Background: an optimization exercise with open tools, aiming at small area and a short achievable clock period. Do not read the settings as production practice. No functional check of the RTL was part of any run shown here. Power and IR drop assume default switching activity.

## flow/design.v (module list and top-level ports; edited modules follow where they fit)
// module mod3_1: 1846 lines
module mod3_1(
  input clk,
  input reset_n,
  input signed [22:0] a,
  input signed [22:0] b,
  input signed [16:0] c,
  output signed [39:0] y
);
  // ...
==> flow/run.sh <==
#!/bin/bash
# synth_recipe.tcl (not shown) runs the flow's synth.tcl, then flattens the netlist and writes it again
# the make line also repeats each setting of config.mk as NAME=value (left out here)
make -C /OpenROAD-flow-scripts/flow DESIGN_CONFIG=/design/flow/config.mk WORK_HOME=/design/flow/orfs CLKGATE_MAP_FILE= SYNTH_SCRIPT=/design/flow/synth_recipe.tcl finish
==> flow/config.mk <==
export PLATFORM = sky130hd
export DESIGN_NAME = mod3_1
export DESIGN_NICKNAME = mod3_1
export VERILOG_FILES = /design/flow/design.v
export SDC_FILE = /design/flow/constraint.sdc
export NUM_CORES = 4
export LEC_CHECK = 0
export CAP_MARGIN = 20
export CORE_MARGIN = 2
export CORE_UTILIZATION = 40
export SLEW_MARGIN = 20
==> flow/constraint.sdc <==
create_clock -name core_clock -period 7.0 [get_ports {clk}]
set_input_delay 1.4000 -clock core_clock [delete_from_list [all_inputs] [get_ports {clk}]]
set_output_delay 1.4000 -clock core_clock [all_outputs]
set_load 0.01 [all_outputs]
==> summary.md, run 1 <==
| Metric | Value |
|---|---|
| Tcrit/Tclk final | `roughly 76%` |
| Hold Vio Cnt, Final | `0` |
| CP Cell Sequence | `buf_4 -> clkinv_1 -> o311a_1 -> o22ai_1 -> fa_1 -> fa_1 -> fa_1 -> fa_1 -> inv_1 -> ha_1 -> ha_1 -> and2_1` |
| Clock Pin Slew Worst Setup and Hold Paths | `approximately 0.06 ns` |
| Grt ovf | `0` |
| Ys Warns | `1` |
| Gp weighted congestion | `roughly 0.94` |
| Post-Syn Instances | `2287` |
| Num CTS Buffers | `17` |
| Register Area | `around 2900 sq um` |
| Run status | `complete, no violations` |
| Initial Util | `slightly above 40%` |
| Power density over the cells | `between 300 and 400 nW/um^2` |
| Buffering overhead | `7.56%` |
| Placed Instance Area | `18900 sq um` |
| DR top layer | `met4` |
| Buf/Inv on CP | `3` |
| CTS tree | `done` |
| Crit path required time | `~7.4 ns` |
| Non-clock buffers | `160` |
| Num ports | `105` |
| Final clock skew | `roughly 0.017 ns` |
| Worst slew margin | `approximately 23%` |
| Sw Ratio | `a little under half` |
| Htree depth | `4` |
| Resize count post-CTS | `0` |
| DR pass1 iterations | `6` |
| Via count | `~17000` |
| Number of synthesized flops with an enable pin | `0` |
| Hold path cells | `0` |
| Clock buffer cells | `17` |
| Top area cells in the synthesized netlist | `fa_1, dfxtp_1, a21oi_1` |
| Routed WL per cell | `about 19 um` |
| Crit. End Element | `flip-flop` |
| Non-Filler Instances | `between 2000 and 3000` |
| Root Driver | `clkbuf_16` |
| Post-CTS Hold Buffers | `0` |
| Post-route design area | `19500 sq um` |
| Fill count | `approximately 4300` |
| Most common cell after layout, fill and taps aside | `a21oi_1` |
| Met3 Use GR | `under 10%` |
| Mux cell area share after synthesis | `less than 1%` |
| Synth Area in Simple Gates | `between 10% and 20%` |
==> inputs of run 2 (changes only) <==
--- a/flow/config.mk
+++ b/flow/config.mk
@@ -5,6 +5,7 @@
 export SDC_FILE = /design/flow/constraint.sdc
 export NUM_CORES = 4
 export LEC_CHECK = 0
+export ABC_AREA = 1
 export CAP_MARGIN = 20
 export CORE_MARGIN = 2
 export CORE_UTILIZATION = 40
==> run 2 against run 1 <==
Fmax shrank 1.4%. Total power grew 21%. Still clean on timing, DRC and antenna. First-iteration DRC count shrank 54%. Critical endpoint unchanged. Largest cell class unchanged.
==> summary.md, run 2 <==
| Metric | Value |
|---|---|
| Core area | `~37000 sq um` |
| Clock share of power | `between 10% and 20%` |
| Critical path class | `flip-flop to flip-flop` |
| Post-Syn Nets | `between 2000 and 2500` |
| Worst Setup SP | `c1[15]` |
| Vias in the first global route | `12261` |
| Largest net degree at the start of global routing | `between 50 and 60` |
| Starting DRT DRC Count | `906` |
| Min cycle time layout | `5.42 ns` |
| Die Ht | `around 200 um` |
| Multi-input gate area | `~10000 sq um` |
| Top cells by count, synth | `inv_1, nand2_1, xor2_1` |
| Min-delay src | `d1[23]` |
| First-pass GRT wire length | `63900 um` |
| CTS max path bufs | `2` |
| Via count | `12162 (-26%)` |
| Residual DRC | `0` |
| Total track usage | `between 20% and 30%` |
| Proportion of netlist area held by the largest area contributor | `a little over a fifth` |
| Startpoint class of the critical path | `flip-flop` |
| Commonest non-fill, non-tap cells in the layout | `inv_1, nand2_1, xor2_1, o22ai_1, fa_1` |
| VDD IR max | `0.000412 V` |
| Slew Viols, Final | `0` |
| Htree depth | `4 (unchanged)` |
| Crit path required time | `7.32 ns (-0.03 ns)` |
| Fin Setup TNS | `0 ns` |
| RSZ-0062 raised after global routing | `false` |
| Synth Flop Type | `dfxtp_1` |
| NetSw | `about 4.6 mW` |
| Post-synthesis sequential area ratio | `19.3%` |
| # rows | `a little over 70` |
| Buf/Inv on CP | `5 (+2)` |
| Antenna-violating nets left | `0` |
| Num CTS Buffers | `17 (unchanged)` |
| Asr flop ratio synth | `0%` |
| CTS tree | `done` |
| Overall Power | `between 9 and 10 mW` |
| Resize count post-CTS | `0 (unchanged)` |
| Clock latency on the worst-skew pair | `about 0.44 ns` |
| Fill count | `3748 (-13%)` |
| Max-Cap Viols | `0` |
| Final nets | `roughly 2200` |
| Area Overhead vs Synth | `13.4%` |
| Initial Util | `40.2% (-0.38 points)` |
| Root Driver | `clkbuf_16` |
| Cell family with most CP delay | `adder cells` |
| Gp weighted congestion | `0.934 (-0.56%)` |
| Leak Pwr | `about 8.4 nW` |
| F_max | `0.185 GHz` |
| Final clock skew | `0.0119 ns (-0.00477 ns)` |
| Part of the power in registers | `between 10% and 20%` |
| Worst Hold Class | `flip-flop to flip-flop` |
| DR pass1 iterations | `5 (-1)` |
| CP max FO | `20` |
| FF-to-FF Start | `c1[15]` |
| Routed WL | `roughly 40000 um` |
| Hold WS | `0.313 ns` |
| Max reg flops | `40` |
| I/O Buffers | `104` |
| Post-Syn Instances | `1864 (-18%)` |
| Vias/cell | `between 4 and 5` |
| Ys Warns | `1 (unchanged)` |
| Final setup viols | `0` |
| Die area | `between 30000 and 40000 sq um` |
| Critical Path Most Common Cell | `fa_1` |
| Worst slew margin | `19.4% (-3.3 points)` |
| CTS Sinks | `roughly 150` |
| Combinational Power Share | `approximately four fifths` |
| Crit. End Element | `flip-flop` |
| Hpwl dp | `about 30000 um` |
| Num ports | `105 (unchanged)` |
| Syn avg cell area | `just over 8 sq um` |
| Power density over the cells | `549 nW/um^2 (+39%)` |
| # diodes | `0` |
| Tightest Pin Transition | `between 1 and 1.5 ns` |
| Antenna violations before repair | `0` |
| Tcrit/Tclk final | `77.4% (+1.1 points)` |
| Sw Ratio | `49.2% (+1.9 points)` |
| Run status | `complete, no violations` |
| Routed WL per cell | `16.2 um (-15%)` |
| CP max stage cell | `dfxtp_1` |
| CP Cell Sequence | `inv_2 -> o21ai_2 -> buf_4 -> o22ai_1 -> xor2_1 -> fa_1 -> inv_1 -> fa_1 -> fa_1 -> fa_1 -> inv_1 -> ha_1 -> ha_1 -> inv_1 -> nor2_1` |
| Register Area | `2900 sq um (-0.60%)` |
| CP arrival | `between 5 and 6 ns` |
| Most common cell in the netlist | `inv_1` |
| Area of the mapped netlist | `15000 sq um` |
| Number of synthesized flops with an enable pin | `0 (unchanged)` |
| Non-Filler Instances | `2441 (-13%)` |
| Postcts setup bufs | `0` |
| Grt ovf | `0 (unchanged)` |
| Synthesis-stage register bit count | `145` |
| Share of cells above drive strength 1 | `5.65%` |
| Placed insts | `between 2000 and 2500` |
| Top area cells in the synthesized netlist | `fa_1, dfxtp_1, xor2_1` |
| Post-synth cell types | `38` |
| Most common cell after layout, fill and taps aside | `inv_1` |
| Hold Vio Cnt, Final | `0 (unchanged)` |
| P_int | `4.76 mW` |
| Clock Pin Slew Worst Setup and Hold Paths | `0.07 ns (about the same)` |
| Largest registers | `r0 (40), r1 (38)` |
| Worst path max stage delay | `~0.97 ns` |
| Largest register by flop count | `r0` |
| Post-CTS Hold Buffers | `0 (unchanged)` |
| Die X-Extent | `~200 um` |
| Synth area leader | `fa_1` |
[run 2: final timing paths]
| kind | end | slack [ns] | depth (start not counted) |
|---|---|---|---|
| max reg2reg | r0[26] | 1.58 | 15 |
| min | d2[23] | 0.31 | 0 |
| min reg2reg | d2[23] | 0.31 | 0 |
| max | r0[26] | 1.58 | 15 |
[run 2: per-layer routing]
layer  track usage [%]  part of all wire [%]  up-vias
li1                  -                     -     5955
met1              27.9                    45     5663
met2              33.3                    45      454
met3              3.65                   7.3       90
met4              8.80                   3.3        0
met5                 0                     0        -
[run 2: kinds of logic after synthesis]
| family | Yosys count | share of synthesized area [%] |
|---|---|---|
| buffers and inverters | 468 | 12.4 |
| AOI/OAI and AO/OA | 312 | 12.6 |
| DFF | 145 | 19.3 |
| adders and majority gates | 266 | 30.2 |
| xor gates and xnor gates | 225 | 13.1 |
| and+or+nand+nor | 448 | 12.4 |
[run 2: worst register-to-register path, stage by stage (launching register included)]
cell and delay, ns:
dfxtp_1 0.97, inv_2 0.33, o21ai_2 0.51, buf_4 0.29, o22ai_1 0.10, xor2_1 0.20, fa_1 0.56, inv_1 0.06
fa_1 0.50, fa_1 0.52, fa_1 0.55, inv_1 0.04, ha_1 0.29, ha_1 0.29, inv_1 0.06, nor2_1 0.04
[run 2: final cells by class]
class,count,share of cell area [%]
flip-flops and latches,145,17.0
well taps,511,3.75
inverters,375,8.25
repair buffers,127,7.11
clock inverters,13,1.03
clock buffers,19,2.60
multi-input cells,1251,60.3
[run 2: power groups by stage]
stage / clock [mW] / sequential, mW / combinational (mW)
2_1_floorplan: 0 / 1.06 / 5.64
3_3_place_gp: 0 / 1.09 / 7.27
3_5_place_dp: 0 / 1.09 / 7.41
4_1_cts: 0.994 / 1.08 / 7.53
5_1_grt: 1.03 / 1.09 / 9.00
6_report: 0.971 / 1.08 / 7.32
[run 2: metrics by stage]
step | setup WS [ns] | cell area (sq um) | utilization (%)
after floorplan | 2.85 | 15000 | -
after global placement | 1.67 | 16400 | 44.0
after detailed placement | 1.61 | 16400 | 44.0
after CTS | 1.61 | 17100 | 45.6
after global routing | 1.29 | 17100 | 45.6
final | 1.58 | 17100 | 45.6

## afterwards: timing with drivers on the ports
The results above use ideal ports. As a check the final layouts listed here were re-extracted and re-timed, cells and wires unchanged.
Step 1 sets driving cells, clkbuf_16 on the clock port and buf_2 on the other inputs (assumed; they add their load-dependent delay and slew).
Step 2 also shifts input and output timing later by t, the mid clock arrival at the registers, as if the neighbouring blocks saw the same clock.
Three values: no drivers, after step 1, after step 2; two values: the first two.
| run | t, ns | setup WS [ns] | worst setup path at the end | clock arrival spread, ns | slew at the worst register clock pin (ns) |
|---|---|---|---|---|---|
| run 1 | 0.518 | 1.658 / 1.658 / 1.658 | register to register | 0.017 / 0.017 | 0.07 / 0.07 |
| run 2 | 0.487 | 1.580 / 1.580 / 1.580 | register to register | 0.012 / 0.012 | 0.07 / 0.07 |
After both steps setup and hold are still met in every run listed.
